Background: an optimization exercise with open tools, aiming at small area and a short achievable clock period. Do not read the settings as production practice. The RTL was checked by simulation tests, not by an equivalence proof against the original design. No activity file was given, so power comes from the tool's default toggle rates.

Setup of v6:
## user_logic
module user_logic
(
  Bus2IP_Clk,                      
  Bus2IP_Reset,                    
  Bus2IP_Data,                     
  Bus2IP_BE,                       
  Bus2IP_RdCE,                     
  Bus2IP_WrCE,                     
  IP2Bus_Data,                     
  IP2Bus_RdAck,                    
  IP2Bus_WrAck,                    
  IP2Bus_Error                     
);
parameter C_SLV_DWIDTH                   = 32;
parameter C_NUM_REG                      = 3;
input                                     Bus2IP_Clk;
input                                     Bus2IP_Reset;
input      [0 : C_SLV_DWIDTH-1]           Bus2IP_Data;
input      [0 : C_SLV_DWIDTH/8-1]         Bus2IP_BE;
input      [0 : C_NUM_REG-1]              Bus2IP_RdCE;
input      [0 : C_NUM_REG-1]              Bus2IP_WrCE;
output     [0 : C_SLV_DWIDTH-1]           IP2Bus_Data;
output                                    IP2Bus_RdAck;
output                                    IP2Bus_WrAck;
output                                    IP2Bus_Error;
  reg  [0:31] slv_reg0;    
  reg  [0:31] slv_reg1;    
  reg  [0:31] slv_reg2;    
  reg         rst_d;       
  integer     byte_index;
  reg [0:31] a_next, b_next;
  always @(*) begin
    a_next = slv_reg0;
    b_next = slv_reg1;
    if (Bus2IP_Reset == 1) begin
      a_next = 0;
      b_next = 0;
    end else
      case (Bus2IP_WrCE)
        3'b100 :
          for (byte_index = 0; byte_index <= 3; byte_index = byte_index + 1)
            if (Bus2IP_BE[byte_index] == 1)
              a_next[byte_index*8 +: 8] = Bus2IP_Data[byte_index*8 +: 8];
        3'b010 :
          for (byte_index = 0; byte_index <= 3; byte_index = byte_index + 1)
            if (Bus2IP_BE[byte_index] == 1)
              b_next[byte_index*8 +: 8] = Bus2IP_Data[byte_index*8 +: 8];
        default : ;
      endcase
  end
  ...
For scale: roughly 170 flip-flops, ~79 I/O pins.
==> flow/config.mk <==
export PLATFORM = sky130hd
export DESIGN_NAME = user_logic
export DESIGN_NICKNAME = user_logic
export VERILOG_FILES = /design/flow/design.v
export SDC_FILE = /design/flow/constraint.sdc
export NUM_CORES = 4
export LEC_CHECK = 0
export ABC_AREA = 1
export CAP_MARGIN = 20
export CORE_MARGIN = 2
export CORE_UTILIZATION = 40
export SETUP_SLACK_MARGIN = 4.0
export SLEW_MARGIN = 20
export SYNTH_HIERARCHICAL = 1
export SYNTH_MINIMUM_KEEP_SIZE = 0
==> flow/constraint.sdc <==
create_clock -name core_clock -period 8.0 [get_ports {Bus2IP_Clk}]
set_input_delay 1.6000 -clock core_clock [delete_from_list [all_inputs] [get_ports {Bus2IP_Clk}]]
set_output_delay 1.6000 -clock core_clock [all_outputs]
set_load 0.01 [all_outputs]
run.sh (not shown) runs the stock make flow with config.mk's settings and CLKGATE_MAP_FILE= SYNTH_SCRIPT=/design/flow/synth_recipe.tcl, a recipe that flattens the netlist after the stock synthesis.
#### Input delta (v7 over v6)
Settings: a change of SETUP_SLACK_MARGIN from 4.0 to 3.5.
==> summary.txt <==
v7 completed end to end with timing, DRC and antenna clean.
v6 vs v7, worst setup path endpoint: IP2Bus_Data[25] vs IP2Bus_WrAck
Taking v6 as the reference point, the wire length of the first global-routing pass of v7 falls by about 1.2%.
From v6 to v7 the numbers moved as follows: final-layout non-clock buffer area share lower; share of post-route cells with drive strength above 1 now sits lower; sum of met3 wire segment lengths after detailed routing went down 640 µm; total power draw lost 0.71%; power share of the sequential group went up.

* * *

## run 1
Another version of the RTL of user_logic (not shown whole).
For scale: roughly 1600 cells after synthesis, roughly 170 flip-flops, roughly 79 I/O pins, about 16000 um^2 of cells after synthesis.
==> flow/config.mk <==
export PLATFORM = sky130hd
export DESIGN_NAME = user_logic
export DESIGN_NICKNAME = user_logic
export VERILOG_FILES = /design/flow/design.v
export SDC_FILE = /design/flow/constraint.sdc
export NUM_CORES = 4
export LEC_CHECK = 0
export ABC_AREA = 0
export CAP_MARGIN = 20
export CORE_MARGIN = 2
export CORE_UTILIZATION = 40
export SETUP_SLACK_MARGIN = 4.0
export SLEW_MARGIN = 20
export SYNTH_HIERARCHICAL = 1
export SYNTH_MINIMUM_KEEP_SIZE = 0
==> flow/constraint.sdc <==
create_clock -name core_clock -period 8.0 [get_ports {Bus2IP_Clk}]
set_input_delay 1.6000 -clock core_clock [delete_from_list [all_inputs] [get_ports {Bus2IP_Clk}]]
set_output_delay 1.6000 -clock core_clock [all_outputs]
set_load 0.01 [all_outputs]
standard.sh (not shown) runs the stock make flow with config.mk's settings and CLKGATE_MAP_FILE= SYNTH_SCRIPT=/design/flow/synth_recipe.tcl, a recipe that flattens the netlist after the stock synthesis.
==> flow/flow/run.sh <==
#!/bin/bash
set -euo pipefail
bash standard.sh "BUFFER_PORTS_ARGS=-buffer_cell sky130_fd_sc_hd__buf_2" \
  "CTS_ARGS=-sink_clustering_enable -repair_clock_nets -dont_use_dummy_load -sink_clustering_size 14 -buf_list sky130_fd_sc_hd__clkbuf_8 -root_buf sky130_fd_sc_hd__clkbuf_16" \
  finish > make.log 2>&1
The following lists how run 2 was set up differently from run 1:
# run 1
export LEC_CHECK = 0
export ABC_AREA = 0
export CAP_MARGIN = 20
export CORE_MARGIN = 2
export CORE_UTILIZATION = 40
export SETUP_SLACK_MARGIN = 4.0
export SLEW_MARGIN = 20
export SYNTH_HIERARCHICAL = 1
export SYNTH_MINIMUM_KEEP_SIZE = 0
create_clock -name core_clock -period 8.0 [get_ports {Bus2IP_Clk}]
# run 2
export LEC_CHECK = 0
export ABC_AREA = 0
export CAP_MARGIN = 20
export CORE_MARGIN = 2
export CORE_UTILIZATION = 40
export SETUP_SLACK_MARGIN = 3.85
export SLEW_MARGIN = 20
export SYNTH_HIERARCHICAL = 1
export SYNTH_MINIMUM_KEEP_SIZE = 0
create_clock -name core_clock -period 8.0 [get_ports {Bus2IP_Clk}]
==> flow/run.sh (new file) <==
#!/bin/bash
# synth_recipe.tcl (not shown) runs the flow's synth.tcl, then flattens the netlist and writes it again
# the make line also repeats each setting of config.mk as NAME=value (left out here)
make -C /OpenROAD-flow-scripts/flow DESIGN_CONFIG=/design/flow/config.mk WORK_HOME=/design/flow/orfs CLKGATE_MAP_FILE= SYNTH_SCRIPT=/design/flow/synth_recipe.tcl finish
removed: flow/flow/run.sh
removed: flow/standard.sh
[summary]
- Relative area of clock buffers and inverters in the final design | run 2 above run 1
- Run 2 vs. run 1: biggest fanout along the worst timing path went down by 2.
- Final area grows by a few percent when moving from run 1 to run 2.
- Run 2 vs. run 1: minimum period implied by the final worst setup slack went up by 88 ps.
- Run 2 ends up with a area growth from synthesis to layout that is 3.4 points higher than in run 1.
- Run 2 vs. run 1: data arrival time of the critical path went up by 90 ps.
- Net load switching power (run 2 vs. run 1) increases by more than 10%
- Relative to run 1, clock-pin transition on the worst setup and hold timing paths has decreased by 30 ps in run 2.
- For share of flip-flops with an asynchronous set or reset after synthesis, run 2 and run 1 come out practically identical.
Input-level comparison between run 3 and run 2:
# run 2
export LEC_CHECK = 0
export ABC_AREA = 0
export CAP_MARGIN = 20
export CORE_MARGIN = 2
export CORE_UTILIZATION = 40
export SETUP_SLACK_MARGIN = 3.85
export SLEW_MARGIN = 20
export SYNTH_HIERARCHICAL = 1
export SYNTH_MINIMUM_KEEP_SIZE = 0
create_clock -name core_clock -period 8.0 [get_ports {Bus2IP_Clk}]
# run 3
export LEC_CHECK = 0
export ABC_AREA = 0
export CAP_MARGIN = 20
export CORE_MARGIN = 2
export CORE_UTILIZATION = 40
export SETUP_SLACK_MARGIN = 4.0
export SLEW_MARGIN = 20
export SYNTH_HIERARCHICAL = 1
export SYNTH_MINIMUM_KEEP_SIZE = 0
create_clock -name core_clock -period 8.0 [get_ports {Bus2IP_Clk}]
==> flow/flow/run.sh (new file) <==
#!/bin/bash
set -euo pipefail
bash standard.sh "BUFFER_PORTS_ARGS=-buffer_cell sky130_fd_sc_hd__buf_2" \
  "CTS_ARGS=-sink_clustering_enable -repair_clock_nets -dont_use_dummy_load -sink_clustering_size 20" \
  finish > make.log 2>&1
==> flow/standard.sh (new file) <==
#!/bin/bash
# synth_recipe.tcl (not shown) runs the flow's synth.tcl, then flattens the netlist and writes it again
# the make line also repeats each setting of config.mk as NAME=value (left out here)
make -C /OpenROAD-flow-scripts/flow DESIGN_CONFIG=/design/flow/config.mk WORK_HOME=/design/flow/orfs CLKGATE_MAP_FILE= SYNTH_SCRIPT=/design/flow/synth_recipe.tcl "${@:-finish}"
removed: flow/run.sh
Notes after the runs:
Run 3 reached the end of the flow, and the finished layout is clean on the timing, design-rule and antenna checks. Diff run 3..run 2 | count of flip-flops with a built-in enable after synthesis | unchanged. Lower combinational share of power among run 3 and run 2: run 2. Of the two candidates, run 2 has the worse register-to-register slack and run 3 the better one. Changes observed in run 3 relative to run 2: vertical extent of the die held steady; synthesis-to-finish area growth has decreased.

* * *

Starting RTL as in the previous note.
Settings: LEC_CHECK=0, ABC_AREA=0, CAP_MARGIN=20, CORE_MARGIN=2, CORE_UTILIZATION=40, SETUP_SLACK_MARGIN=4.0, SLEW_MARGIN=20, SYNTH_HIERARCHICAL=1, SYNTH_MINIMUM_KEEP_SIZE=0; clock period 8.0 ns.
==> flow/flow/run.sh <==
#!/bin/bash
set -euo pipefail
bash standard.sh "BUFFER_PORTS_ARGS=-buffer_cell sky130_fd_sc_hd__buf_2" finish > make.log 2>&1
The baseline completed without violations.
Next try:
==> flow/run.sh (new file) <==
#!/bin/bash
# synth_recipe.tcl (not shown) runs the flow's synth.tcl, then flattens the netlist and writes it again
# the make line also repeats each setting of config.mk as NAME=value (left out here)
make -C /OpenROAD-flow-scripts/flow DESIGN_CONFIG=/design/flow/config.mk WORK_HOME=/design/flow/orfs CLKGATE_MAP_FILE= SYNTH_SCRIPT=/design/flow/synth_recipe.tcl finish
- CORE_UTILIZATION: 40 -> 60
removed: flow/flow/run.sh
removed: flow/standard.sh
What happened: The changed run completed with no timing, DRC or antenna violations; design area is higher by 0.96%; non-clock buffer count is higher by 25; global-route usage is higher by 16 points; utilization is higher by 25 points.
Next try:
==> flow/flow/run.sh (new file) <==
#!/bin/bash
set -euo pipefail
bash standard.sh "BUFFER_PORTS_ARGS=-buffer_cell sky130_fd_sc_hd__buf_1" finish > make.log 2>&1
==> flow/standard.sh (new file) <==
#!/bin/bash
# synth_recipe.tcl (not shown) runs the flow's synth.tcl, then flattens the netlist and writes it again
# the make line also repeats each setting of config.mk as NAME=value (left out here)
make -C /OpenROAD-flow-scripts/flow DESIGN_CONFIG=/design/flow/config.mk WORK_HOME=/design/flow/orfs CLKGATE_MAP_FILE= SYNTH_SCRIPT=/design/flow/synth_recipe.tcl "${@:-finish}"
- CORE_UTILIZATION: 60 -> 40
removed: flow/run.sh
The new run passed the timing, design-rule and antenna checks.
Critical path depth shrinks by 1.
Hold slack got worse by 0.014 ns.
Global-route usage decreases by 16 points.
Via count decreases by a few percent.
Utilization drops by 25 points.
Final cell count goes up by a little under a tenth.
Total power shrinks by a few percent.
Final area fell slightly.
Wire length goes down by a few percent.
Worst setup slack gets better by 0.060 ns.
Maximum frequency climbs slightly.

-- static timing again, ports no longer ideal --
The flow's constraints put no driver on any port. The routed layouts listed below were extracted and timed again, unchanged, in two steps. Step 1 sets driving cells, clkbuf_16 on the clock port and buf_2 on the other inputs (assumed; they add their load-dependent delay and slew). Step 2 times the ports against the registers' clock, not the clock port: input delays grow and output delays shrink by t, the midpoint of the rising clock arrivals with the driver on. Three values: ideal, step 1, step 2; two values: the first two.
run	t, ns	slack for setup (ns)	latest minus earliest clock arrival (ns)	worst data-port slew with drivers (ns)	pins driven straight from the clock port
v6	0.508	3.745 / 3.694 / 3.694	0.015 / 0.015	0.07	1
v7	0.513	3.559 / 3.528 / 3.528	0.018 / 0.018	0.04	1
run 1	0.454	3.876 / 3.817 / 3.817	0.062 / 0.062	0.08	1
run 2	0.514	3.788 / 3.634 / 3.634	0.021 / 0.021	0.17	1
run 3	0.499	3.871 / 3.822 / 3.822	0.041 / 0.041	0.08	1
the first run of note 3	0.514	3.872 / 3.813 / 3.813	0.031 / 0.032	0.08	1
the second run of note 3	0.499	3.783 / 3.694 / 3.694	0.021 / 0.022	0.14	1
the third run of note 3	0.514	3.844 / 3.763 / 3.763	0.029 / 0.030	0.12	1
After both steps setup and hold are still met in every run listed. For run 2, which loses most, drivers alone change the setup slack by -0.154 ns; drivers and shift together by -0.154 ns.
